This is an optimization exercise on Yosys and OpenROAD, whose aim is small area and a short achievable clock period, not a production implementation.
In this exercise RTL edits were held to simulation tests only and were not proved equivalent to the original.

Design ham, start of the top module:
module ham(data_in, data_out, clk, resetn);
input [31:0] data_in;
input clk, resetn;
output reg [33:0] data_out;
wire p1 = data_out[1];
wire p0 = data_out[0];
wire [15:0] va, vb, vn;
genvar k;
generate
  for (k = 0; k < 16; k = k + 1) begin : pr
    ham_pair pp(data_in[2*k+1], data_in[2*k], data_out[2*k+3], data_out[2*k+2],
                va[k], vb[k], vn[k]);
  end
endgenerate
wire [4:0] A, B, N;
hd_calcu_4m ca(va, A);
hd_calcu_4m cb(vb, B);
hd_calcu_4m cn(vn, N);
function cout5;
  input [4:0] u, v;
  input c;
  reg cy;
  integer j;
  begin
    cy = c;
    for (j = 0; j < 5; j = j + 1)
      cy = (u[j] & v[j]) | (u[j] & cy) | (v[j] & cy);
    cout5 = cy;
  end
endfunction
wire [4:0] a8n = ~{A[4] | A[3], ~A[3], A[2:0]};
wire [4:0] rs, rc;
genvar m;
generate
  for (m = 0; m < 5; m = m + 1) begin : rw
    ham_fa f(B[m], N[m], a8n[m], rc[m], rs[m]);
  end
endgenerate
wire ie = A[4] | (A[3] & (~p1 | A[2] | A[1] | A[0]));
wire io = B[4] | (B[3] & (~(p1 & p0) | B[2] | B[1] | B[0])) |
          (~p1 & ~p0 & B[2] & B[1] & B[0]);
wire se = N[4] | (N[3] & (p0 | ~p1 | N[2] | N[1] | N[0])) |
          (p0 & ~p1 & N[2] & N[1] & N[0]);
wire so = rc[4] | cout5(rs, {rc[3:0], 1'b0}, ~p1);
wire is = cout5(A, ~N, ~p0);
wire eo = cout5(B, ~A, ~p0);
wire sel_i = ie & io & is;
wire sel_s = ~is & se & so;
wire sel_e = ~ie & ~se & eo;
wire c1 = ~sel_i & ~sel_s;
wire c0 = ~sel_i & ~sel_e;
wire inv1 = ~sel_e;           
wire inv0 = sel_i | sel_e;    
wire [33:0] nxt;
assign nxt[1:0] = {c1, c0};
generate
  for (k = 0; k < 16; k = k + 1) begin : ob
  ...
Size: ~330 cells after synthesis, about 34 flip-flops, about 68 I/O pins, roughly 3400 sq um of cells after synthesis.
export LEC_CHECK = 0
export CAP_MARGIN = 20
export CORE_MARGIN = 2
export CORE_UTILIZATION = 60
export CTS_BUF_LIST = sky130_fd_sc_hd__clkbuf_8
export SETUP_SLACK_MARGIN = 4
export SLEW_MARGIN = 20
export SYNTH_HIERARCHICAL = 1
export SYNTH_MINIMUM_KEEP_SIZE = 0
create_clock -name core_clock -period 12.5 [get_ports {clk}]
standard.sh (not shown) runs the stock make flow with config.mk's settings and CLKGATE_MAP_FILE= SYNTH_SCRIPT=/design/flow/synth_recipe.tcl, a recipe that flattens the netlist after the stock synthesis.
==> flow/flow/run.sh <==
#!/bin/bash
set -euo pipefail
export BUFFER_PORTS_ARGS="-buffer_cell sky130_fd_sc_hd__buf_1"
bash standard.sh > standard.log 2>&1
The first run finished clean.
Change:
Settings changed: CORE_UTILIZATION 60 to 75, PLACE_DENSITY from default to 0.8, SETUP_SLACK_MARGIN 4 to 4.5.
Effect: Area after synthesis stays the same; worst hold slack gains 0.032 ns; non-clock buffer count stays the same; register-to-register slack barely changes; synthesized cell count is unchanged; cell area fell by 1.6%.
Change:
Settings changed: CORE_UTILIZATION 75 to 60, CTS_CLUSTER_DIAMETER from default to 500, CTS_CLUSTER_SIZE from default to 50, PLACE_DENSITY 0.8 to default.
Result: The new run finished with timing, DRC and antenna clean. Final area came out higher slightly. Non-clock buffer count stays the same. Global-route usage falls by 7.4 points. Critical path depth is lower by 1. Maximum frequency is higher slightly. Area after synthesis stays the same. Core utilization shrinks by 17 points. Worst hold slack degrades by 0.0066 ns. Setup slack improves by 0.12 ns. Final cell count rose by a few percent.
Change:
Settings changed: CTS_CLUSTER_DIAMETER 500 to default, CTS_CLUSTER_SIZE 50 to default, GPL_TIMING_DRIVEN from default to 1.
=>
- synthesized area does not change
- design area is unchanged
- core utilization does not change
- hold slack stays the same
- clock-buffer cell count does not change
- worst setup slack does not change
- non-clock buffer count stays the same
- register-to-register slack barely changes
Change:
Settings changed: CTS_BUF_LIST sky130_fd_sc_hd__clkbuf_8 to sky130_fd_sc_hd__clkbuf_4, GPL_TIMING_DRIVEN 1 to default.
Flip-flop and latch count is unchanged.
Via count came out higher by 1.2%.
Worst hold slack gets worse by 0.015 ns.
Synthesized cell count is unchanged.
Routed wire length hardly moves.
Design area came out lower by 1.2%.

port drivers added, routing unchanged:
In the flow no input, the clock included, has a driving cell. The finished layouts below were timed again as built, in two steps. Step 1 assumes that a clkbuf_16 drives the clock port and a buf_2 every other input. Step 2 times the ports against the registers' clock, not the clock port: input delays grow and output delays shrink by t, the midpoint of the rising clock arrivals with the driver on. Slacks: ideal / step 1 / step 2; pairs: ideal / step 1.
run	shift t [ns]	setup WS [ns]	worst setup path at the end	worst register clock-pin slew, ns	pins driven straight from the clock port
the first run	0.319	4.743 / 4.748 / 4.429	input to register	0.07 / 0.07	1
the second run	0.317	4.754 / 4.757 / 4.440	input to register	0.07 / 0.07	1
the third run	0.318	4.873 / 4.881 / 4.563	input to register	0.07 / 0.07	1
the fourth run	0.318	4.873 / 4.881 / 4.563	input to register	0.07 / 0.07	1
the fifth run	0.371	4.821 / 4.828 / 4.456	input to register	0.11 / 0.11	1
After both steps setup and hold are still met in every run listed. The setup slack of the fifth run, which loses most, moves by +0.007 ns with the drivers and by -0.365 ns with both steps.
